Background: an optimization exercise with open tools, aiming at small area. Do not read the settings as production practice. At most, simulation tests tie the RTL to the original design; equivalence was not proved. No activity file was given, so power comes from the tool's default toggle rates.

build 79:
==> flow/design.v (excerpt) <==
module top(
    input clock_12MHz,
    input RESET,
    input [8:0] KEY,
    input Mode_Switch,
    output [7:0] LED,
    output [3:0] MOTOR_OUT,
    output [3:0] FND_COM,
    output [7:0] FND_DATA,
    output BUZZER,
    output LCD_RS,
    output LCD_RW,
    output LCD_EN,
    output [7:0] LCD_DATA
);
    wire clk = clock_12MHz;
    reg [7:0] deb;
    reg [8:0] kf;
    reg       p1, p2;
    wire tick = (deb == 8'h9b);
    wire deb_fb = ~(deb[7] ^ deb[5] ^ deb[4] ^ deb[3]) ^ tick;
    always @(posedge clk or posedge RESET) begin
        if (RESET) begin
            deb <= 8'h37; kf <= 9'd0; p1 <= 1'b0;
        end else begin
            deb <= {deb[6:0], deb_fb};
            p1  <= tick & |(KEY & ~kf);
            if (tick) kf <= KEY;
        end
    end
    reg [3:0] kv;
    always @(*) begin
        kv = 4'd0;
        if      (kf[0]) kv = 4'd1;
        else if (kf[1]) kv = 4'd2;
        else if (kf[2]) kv = 4'd3;
        else if (kf[3]) kv = 4'd4;
        else if (kf[4]) kv = 4'd5;
        else if (kf[5]) kv = 4'd6;
        else if (kf[6]) kv = 4'd7;
        else if (kf[7]) kv = 4'd8;
        else if (kf[8]) kv = 4'd9;
    end
    always @(posedge clk) p2 <= p1;
    reg [3:0] keyv;
    always @(posedge clk or posedge RESET) begin
        if (RESET) keyv <= 4'd0;
        else if (p2) keyv <= kv;
    end
  ...
For scale: ~600 cells after synthesis, about 99 flip-flops, about 5200 sq um of cells after synthesis.
clock: 10.0 ns
lec_check: 0
cap_margin: 20
core_margin: 2
core_utilization: 65
slew_margin: 20
standard.sh (not shown) runs the stock make flow with config.mk's settings and CLKGATE_MAP_FILE= SYNTH_SCRIPT=/design/flow/synth_recipe.tcl, a recipe that flattens the netlist after the stock synthesis.
==> flow/flow/run.sh <==
#!/bin/bash
# Standard ORFS flow with these changes:
#  - logic mapping uses an area-oriented ABC script (&deepsyn then &nf -a);
#    synthesis runs with several deepsyn seeds and the smallest netlist is kept
#    (registers are the same in every run: ABC only remaps the logic);
#  - minimum-size buffers on ports; clock tree without dummy loads.
# Each tool's output goes to a log file in this folder (and ORFS's own logs).
set -euo pipefail
HERE=$(pwd)
COMMON=(MIN_BUF_CELL_AND_PORTS="sky130_fd_sc_hd__buf_1 A X"
        BUFFER_PORTS_ARGS="-inputs -outputs -buffer_cell sky130_fd_sc_hd__buf_1"
        CTS_ARGS="-sink_clustering_enable -repair_clock_nets -dont_use_dummy_load -buf_list sky130_fd_sc_hd__clkbuf_8")
SEEDS="1 2 3 4 5 6 7 8 9 10 11 12"
for S in $SEEDS; do
  rm -rf "scripts_s$S" "syn_s$S"
  cp -r "$FLOW_HOME/scripts" "scripts_s$S"
  sed "s/SEED/$S/" flow/abc.script.in > "scripts_s$S/abc_speed.script"
done
run_synth() {
  local S=$1
  bash standard.sh SCRIPTS_DIR="$HERE/scripts_s$S" WORK_HOME="$HERE/syn_s$S" "${COMMON[@]}" synth \
    > "synth_s$S.log" 2>&1 || echo "synth seed $S failed" >> synth_s$S.log
}
set -- $SEEDS
while [ $# -gt 0 ]; do
  for S in $1 ${2:-} ${3:-} ${4:-}; do run_synth $S & done
  wait
  shift $(( $# < 4 ? $# : 4 ))
done
BEST=""; BESTA=""
for S in $SEEDS; do
  R="syn_s$S/reports/sky130hd/top/base/synth_stat.txt"
  [ -f "syn_s$S/results/sky130hd/top/base/1_synth.odb" ] || continue
  A=$(awk '/Chip area for module/ {print $NF}' "$R")
  echo "seed $S area $A" >> synth_choice.log
  if [ -z "$BEST" ] || awk "BEGIN{exit !($A < $BESTA)}"; then BEST=$S; BESTA=$A; fi
done
echo "best seed $BEST area $BESTA" >> synth_choice.log
rm -rf orfs
cp -a "syn_s$BEST" orfs
bash standard.sh SCRIPTS_DIR="$HERE/scripts_s$BEST" "${COMMON[@]}" finish > flow_make.log 2>&1
==> flow/flow/abc.script.in <==
&get -n
&st
&deepsyn -T 90 -S SEED
&dch
&nf -a
&put
topo
Build 79: full flow OK, the timing, DRC and antenna checks passed
Inputs modified between build 79 and build 62:
-- flow/flow/run.sh --
<<< build 79, line 13
SEEDS="1 2 3 4 5 6 7 8 9 10 11 12"
>>> build 62, line 13
SEEDS="1 2 3 4 5 6 7 8 9 10 11 12 13 14 15 16"
==> flow/flow/abc.script.in <==
&get -n
&st
&deepsyn -T 120 -S SEED
&dch
&nf -a -p -R 1000 -F 8 -A 6
&put
topo
## What came out
Side by side, detailed-route wire length turned out higher in build 62 than in build 79. Build 79 consumes less power than build 62. Build 79 → build 62: final-stage net count decreased 32; worst path setup slack after routing decreased 0.12 ns; design area decreased about 2%; portion of the clock cycle consumed by the worst path in the final layout increased 1.2 points.
Here is what was changed in the inputs of build 76 compared with build 62.
-- flow/flow/run.sh --
<<< build 62, line 13
SEEDS="1 2 3 4 5 6 7 8 9 10 11 12 13 14 15 16"
>>> build 76, line 13
SEEDS="1 2 3 4 5 6 7 8 9 10 11 12"
==> flow/flow/abc.script.in <==
&get -n
&st
&deepsyn -T 90 -S SEED
&dch
&nf -a -p -R 1000 -F 8 -A 6
&put
topo
Results
Row floorplan die area: build 76 higher / build 62 lower. Build 76 against build 62: met3 capacity usage during global routing went down by 1.7 points; global routing usage summed across all routing layers went down by 1.0 points. Total power density per cell area, build 62 and build 76, higher one = build 62. Of build 62 and build 76, the run reporting the lower worst path arrival time was build 76. On power, build 62 loses to build 76. Mux cell area share after synthesis, build 62 and build 76, lower one = build 62. The routed wire length of build 76 and that of build 62 are within noise of each other. On shortest period the worst path allows, the higher figure sits with build 62, not build 76. Density: build 76 denser than build 62.


cedar:
top, a different RTL version from the one above (not shown whole).
Size in the first run: roughly 590 cells after synthesis, about 99 flip-flops.
==> flow/config.mk <==
export PLATFORM = sky130hd
export DESIGN_NAME = top
export DESIGN_NICKNAME = top
export VERILOG_FILES = /design/flow/design.v
export SDC_FILE = /design/flow/constraint.sdc
export NUM_CORES = 4
export LEC_CHECK = 0
export CAP_MARGIN = 20
export CORE_MARGIN = 2
export CORE_UTILIZATION = 65
export SLEW_MARGIN = 20
==> flow/constraint.sdc <==
create_clock -name core_clock -period 10.0 [get_ports {clock_12MHz}]
set_input_delay 2.0000 -clock core_clock [delete_from_list [all_inputs] [get_ports {clock_12MHz}]]
set_output_delay 2.0000 -clock core_clock [all_outputs]
set_load 0.01 [all_outputs]
==> flow/flow/run.sh <==
#!/bin/bash
# Standard ORFS flow, with an area-oriented ABC script for the logic mapping
# step, minimum-size buffers on ports and a clock tree without dummy loads.
set -euo pipefail
HERE=$(pwd)
rm -rf scripts_mod
cp -r "$FLOW_HOME/scripts" scripts_mod
cp flow/abc.script scripts_mod/abc_speed.script
bash standard.sh SCRIPTS_DIR="$HERE/scripts_mod" \
  MIN_BUF_CELL_AND_PORTS="sky130_fd_sc_hd__buf_1 A X" \
  BUFFER_PORTS_ARGS="-inputs -outputs -buffer_cell sky130_fd_sc_hd__buf_1" \
  CTS_ARGS="-sink_clustering_enable -dont_use_dummy_load -root_buf sky130_fd_sc_hd__clkbuf_8 -buf_list sky130_fd_sc_hd__clkbuf_4 -sink_clustering_size 8" \
  finish > flow_make.log 2>&1
==> flow/flow/abc.script <==
&get -n
&st
&deepsyn -T 30
&dch
&nf -a
&put
topo
Edits applied to the flow inputs when going from cedar to amber:
==> flow/flow/run.sh <==
#!/bin/bash
# Standard ORFS flow with these changes:
#  - logic mapping uses an area-oriented ABC script (&deepsyn then &nf -a);
#    synthesis runs with several deepsyn seeds and the smallest netlist is kept
#    (registers are the same in every run: ABC only remaps the logic);
#  - minimum-size buffers on ports; clock tree without dummy loads.
# Each tool's output goes to a log file in this folder (and ORFS's own logs).
set -euo pipefail
HERE=$(pwd)
COMMON=(MIN_BUF_CELL_AND_PORTS="sky130_fd_sc_hd__buf_1 A X"
        BUFFER_PORTS_ARGS="-inputs -outputs -buffer_cell sky130_fd_sc_hd__buf_1"
        CTS_ARGS="-sink_clustering_enable -repair_clock_nets -dont_use_dummy_load -buf_list sky130_fd_sc_hd__clkbuf_8")
SEEDS="1 2 3 4 5 6 7 8"
for S in $SEEDS; do
  rm -rf "scripts_s$S" "syn_s$S"
  cp -r "$FLOW_HOME/scripts" "scripts_s$S"
  sed "s/SEED/$S/" flow/abc.script.in > "scripts_s$S/abc_speed.script"
done
run_synth() {
  local S=$1
  bash standard.sh SCRIPTS_DIR="$HERE/scripts_s$S" WORK_HOME="$HERE/syn_s$S" "${COMMON[@]}" synth \
    > "synth_s$S.log" 2>&1 || echo "synth seed $S failed" >> synth_s$S.log
}
set -- $SEEDS
while [ $# -gt 0 ]; do
  for S in $1 ${2:-} ${3:-} ${4:-}; do run_synth $S & done
  wait
  shift $(( $# < 4 ? $# : 4 ))
done
BEST=""; BESTA=""
for S in $SEEDS; do
  R="syn_s$S/reports/sky130hd/top/base/synth_stat.txt"
  [ -f "syn_s$S/results/sky130hd/top/base/1_synth.odb" ] || continue
  A=$(awk '/Chip area for module/ {print $NF}' "$R")
  echo "seed $S area $A" >> synth_choice.log
  if [ -z "$BEST" ] || awk "BEGIN{exit !($A < $BESTA)}"; then BEST=$S; BESTA=$A; fi
done
echo "best seed $BEST area $BESTA" >> synth_choice.log
rm -rf orfs
cp -a "syn_s$BEST" orfs
bash standard.sh SCRIPTS_DIR="$HERE/scripts_s$BEST" "${COMMON[@]}" finish > flow_make.log 2>&1
==> flow/flow/abc.script.in (new file) <==
&get -n
&st
&deepsyn -T 90 -S SEED
&dch
&nf -a
&put
topo
removed: flow/flow/abc.script
Findings:
amber vs cedar, critical path depth went up by 2.
Of amber and cedar, it is amber that has the lower slack of the critical path.
Looking at cedar and amber, the total power is a wash.
Going from cedar to amber, the setup slack of the worst register-to-register path was found to have gone up by 0.18 ns.
[amber vs cedar] area after synthesis: lower in amber
Input-level comparison between juniper and amber:
==> flow/flow/run.sh <==
#!/bin/bash
# Standard ORFS flow, with an area-oriented ABC script for the logic mapping
# step, minimum-size buffers on ports and a clock tree without dummy loads.
set -euo pipefail
HERE=$(pwd)
rm -rf scripts_mod
cp -r "$FLOW_HOME/scripts" scripts_mod
cp flow/abc.script scripts_mod/abc_speed.script
bash standard.sh SCRIPTS_DIR="$HERE/scripts_mod" \
  MIN_BUF_CELL_AND_PORTS="sky130_fd_sc_hd__buf_1 A X" \
  BUFFER_PORTS_ARGS="-inputs -outputs -buffer_cell sky130_fd_sc_hd__buf_1" \
  CTS_ARGS="-sink_clustering_enable -repair_clock_nets -dont_use_dummy_load -buf_list sky130_fd_sc_hd__clkbuf_8 -sink_clustering_size 30 -sink_clustering_max_diameter 300" \
  finish > flow_make.log 2>&1
==> flow/flow/abc.script (new file) <==
&get -n
&st
&deepsyn -T 30
&dch
&nf -a
&put
topo
removed: flow/flow/abc.script.in
Notes after the runs:
- Compared with amber, in juniper sum of met2 wire segment lengths after detailed routing went up by about 4.7%, met3 track demand over resource in global routing now larger.
- As far as layout cell share with drive strength beyond 1 is concerned, juniper and amber perform about the same.
- Distinct cell type count after synthesis, juniper and amber, higher one = juniper.
- juniper has completed all stages; timing, DRC and antenna checks passed.
- The total wire length of juniper exceeds that of amber by 2.9%.
- Going from amber to juniper, number of clock-tree buffers in the layout held steady, layout multi-input combinational cell count shrank by 1.6%.
> inputs changed (juniper -> zinc)
==> flow/flow/run.sh <==
#!/bin/bash
# Standard ORFS flow, with an area-oriented ABC script for the logic mapping
# step, minimum-size buffers on ports and a clock tree without dummy loads.
set -euo pipefail
HERE=$(pwd)
rm -rf scripts_mod
cp -r "$FLOW_HOME/scripts" scripts_mod
cp flow/abc.script scripts_mod/abc_speed.script
bash standard.sh SCRIPTS_DIR="$HERE/scripts_mod" \
  MIN_BUF_CELL_AND_PORTS="sky130_fd_sc_hd__buf_1 A X" \
  BUFFER_PORTS_ARGS="-inputs -outputs -buffer_cell sky130_fd_sc_hd__buf_1" \
  CTS_ARGS="-sink_clustering_enable -repair_clock_nets -dont_use_dummy_load -buf_list sky130_fd_sc_hd__clkbuf_8 -sink_buffer_max_cap_derate 1.0 -sink_clustering_size 30" \
  finish > flow_make.log 2>&1
Notes after the runs:
[compare] base=juniper new=zinc: count of cell instances traversed by the critical path held steady, final critical-path share of the clock period flat.
As far as switching component of the power goes, juniper and zinc are indistinguishable; the numbers are identical.
Share of synthesized area occupied by flip-flops and latches: juniper vs zinc identical
| simple-gate share of the synthesized area | juniper vs zinc | ≈ equal |


P:
top, a different RTL version from the one above (not shown whole).
Size in the first run: ~48 I/O pins.
Design top, start of the top module:
module top(
    input clock_12MHz,
    input RESET,
    input [8:0] KEY,
    input Mode_Switch,
    output [7:0] LED,
    output [3:0] MOTOR_OUT,
    output [3:0] FND_COM,
    output [7:0] FND_DATA,
    output BUZZER,
    output LCD_RS,
    output LCD_RW,
    output LCD_EN,
    output [7:0] LCD_DATA
);
clock: 10.0 ns
lec_check: 0
cap_margin: 20
core_margin: 2
core_utilization: 40
slew_margin: 20
==> flow/flow/run.sh <==
#!/bin/bash
# Standard ORFS flow, with an area-oriented ABC script for the logic mapping
# step, minimum-size port buffers and a clock tree without dummy loads.
set -euo pipefail
HERE=$(pwd)
rm -rf scripts_mod
cp -r "$FLOW_HOME/scripts" scripts_mod
cp flow/abc.script scripts_mod/abc_speed.script
bash standard.sh SCRIPTS_DIR="$HERE/scripts_mod" \
  BUFFER_PORTS_ARGS="-inputs -outputs -buffer_cell sky130_fd_sc_hd__buf_1" \
  CTS_ARGS="-sink_clustering_enable -repair_clock_nets -dont_use_dummy_load -buf_list {sky130_fd_sc_hd__clkbuf_4 sky130_fd_sc_hd__clkbuf_8} -sink_clustering_size 12" \
  finish > flow_make.log 2>&1
==> flow/flow/abc.script <==
&get -n
&st
&deepsyn -T 60
&dch
&nf -a
&put
topo
P: flow completed, timing, DRC and antenna clean
Here is what was changed in the inputs of Q compared with P.
==> flow/flow/run.sh <==
#!/bin/bash
# Standard ORFS flow, with an area-oriented ABC script for the logic mapping step
# and minimum-size port buffers.
set -euo pipefail
HERE=$(pwd)
rm -rf scripts_mod
cp -r "$FLOW_HOME/scripts" scripts_mod
cp flow/abc.script scripts_mod/abc_speed.script
bash standard.sh SCRIPTS_DIR="$HERE/scripts_mod" \
  BUFFER_PORTS_ARGS="-inputs -outputs -buffer_cell sky130_fd_sc_hd__buf_1" \
  finish > flow_make.log 2>&1
-- flow/config.mk --
<<< P, line 9
export CORE_MARGIN = 2
export CORE_UTILIZATION = 40
export SLEW_MARGIN = 20
>>> Q, line 9
export CORE_MARGIN = 2
export CORE_UTILIZATION = 40
export CTS_BUF_LIST = sky130_fd_sc_hd__clkbuf_16
export CTS_CLUSTER_DIAMETER = 500
export CTS_CLUSTER_SIZE = 100
export SLEW_MARGIN = 20
==> comparison <==
Compared with P, in Q minimum setup slack among reg-to-reg paths saw a decrease; global placer's final weighted congestion saw an increase.
Re routed wire length: P was lower than Q.
Post-route standard cell area excluding fillers grows by a few percent when moving from P to Q.
Q leaves less setup margin than P.
Largest stage delay on the critical path came out higher on Q than on P.
Fraction of power spent switching nets for Q: 1.5 points down relative to P
NOTE synthesized cell count P->Q increased by a few percent
P has lower area growth from synthesis to layout than Q.
> inputs changed (Q -> R)
==> flow/flow/run.sh <==
#!/bin/bash
# Standard ORFS flow, with an area-oriented ABC script for the logic mapping
# step, minimum-size port buffers and a clock tree without dummy loads.
set -euo pipefail
HERE=$(pwd)
rm -rf scripts_mod
cp -r "$FLOW_HOME/scripts" scripts_mod
cp flow/abc.script scripts_mod/abc_speed.script
bash standard.sh SCRIPTS_DIR="$HERE/scripts_mod" \
  BUFFER_PORTS_ARGS="-inputs -outputs -buffer_cell sky130_fd_sc_hd__buf_1" \
  CTS_ARGS="-sink_clustering_enable -repair_clock_nets -dont_use_dummy_load -buf_list sky130_fd_sc_hd__clkbuf_8" \
  finish > flow_make.log 2>&1
-- flow/config.mk --
<<< Q, line 9
export CORE_MARGIN = 2
export CORE_UTILIZATION = 40
export CTS_BUF_LIST = sky130_fd_sc_hd__clkbuf_16
export CTS_CLUSTER_DIAMETER = 500
export CTS_CLUSTER_SIZE = 100
export SLEW_MARGIN = 20
>>> R, line 9
export CORE_MARGIN = 2
export CORE_UTILIZATION = 40
export SLEW_MARGIN = 20
Notes after the runs:
Compared with Q, R shows a power that is 20% lower. ~same register-to-register slack in R and Q. R vs Q: number of standard cells in the layout, taps in and fillers out down slightly. Of R and Q, R shows the higher worst hold slack, with Q below it. Diff Q..R | sequential power | negligible. Sequential share of layout area ended up 1.2 points higher on R than on Q. Against Q, the final cell area of R is lower. Comparing R and Q, the lower fraction of area in clock buffers and inverters was measured on R. [compare] base=Q new=R: clock skew went up 5.5 ps; setup slack went down 20 ps; final period utilization went up 0.20 points.
Setup changes, R to S
==> flow/flow/run.sh <==
#!/bin/bash
# Standard ORFS flow, with an area-oriented ABC script for the logic mapping step
# and minimum-size port buffers.
set -euo pipefail
HERE=$(pwd)
rm -rf scripts_mod
cp -r "$FLOW_HOME/scripts" scripts_mod
cp flow/abc.script scripts_mod/abc_speed.script
bash standard.sh SCRIPTS_DIR="$HERE/scripts_mod" \
  BUFFER_PORTS_ARGS="-inputs -outputs -buffer_cell sky130_fd_sc_hd__buf_1" \
  finish > flow_make.log 2>&1
-- flow/config.mk --
<<< R, line 9
export CORE_MARGIN = 2
export CORE_UTILIZATION = 40
export SLEW_MARGIN = 20
>>> S, line 9
export CORE_MARGIN = 2
export CORE_UTILIZATION = 40
export CTS_BUF_LIST = sky130_fd_sc_hd__clkbuf_8
export CTS_CLUSTER_DIAMETER = 100
export CTS_CLUSTER_SIZE = 30
export SLEW_MARGIN = 20
## What came out
Re post-route cell area: R was lower than S. Diff R and S: total detailed-routing wirelength lower in R. ~same relative area of non-clock buffer cells in the final design in R and S. S vs. R: share of the clock period used by the worst path after layout roughly the same, length of routed met2 wiring now larger, worst hold slack decreased by 3.2 ps relative to the old numbers. Proportion of power drawn by the clock network, R and S, higher one = S. Between R and S, the sequential fraction of total cell area is lower for S. Between R and S, the difference in part of the power in combinational logic is negligible. Against R, S reports a transition time at the pin with the least slew margin that is lower.
No functional check of the RTL was part of any run of this note.

==> separate check: timing with driven ports <==
The flow's constraints put no driver on any port. The routed layouts listed below were extracted and timed again, unchanged, in two steps.
Step 1: set_driving_cell puts a clkbuf_16 on clock_12MHz and a buf_2 on each other input, an assumption about the parent block.
Step 2 times the ports against the registers' clock, not the clock port: input delays grow and output delays shrink by t, the midpoint of the rising clock arrivals with the driver on.
Three values: no drivers, after step 1, after step 2; two values: the first two.
run	shift t [ns]	setup slack, ns	slew at the worst register clock pin (ns)	worst data-port slew with drivers (ns)
build 79	0.366	4.018 / 3.987 / 4.353	0.10 / 0.10	0.03
build 62	0.376	3.900 / 3.869 / 4.244	0.10 / 0.10	0.03
build 76	0.378	3.928 / 3.896 / 4.274	0.11 / 0.11	0.03
cedar	0.377	3.791 / 3.756 / 4.133	0.11 / 0.11	0.03
amber	0.375	3.700 / 3.668 / 4.043	0.10 / 0.10	0.03
juniper	0.377	3.791 / 3.756 / 4.133	0.11 / 0.11	0.03
zinc	0.377	3.791 / 3.756 / 4.133	0.11 / 0.11	0.03
P	0.393	4.287 / 4.251 / 4.644	0.09 / 0.09	0.03
Q	0.384	4.119 / 4.076 / 4.459	0.06 / 0.06	0.03
R	0.398	4.099 / 4.061 / 4.458	0.08 / 0.08	0.03
S	0.403	4.086 / 4.050 / 4.453	0.09 / 0.09	0.03
After both steps setup and hold are still met in every run listed.
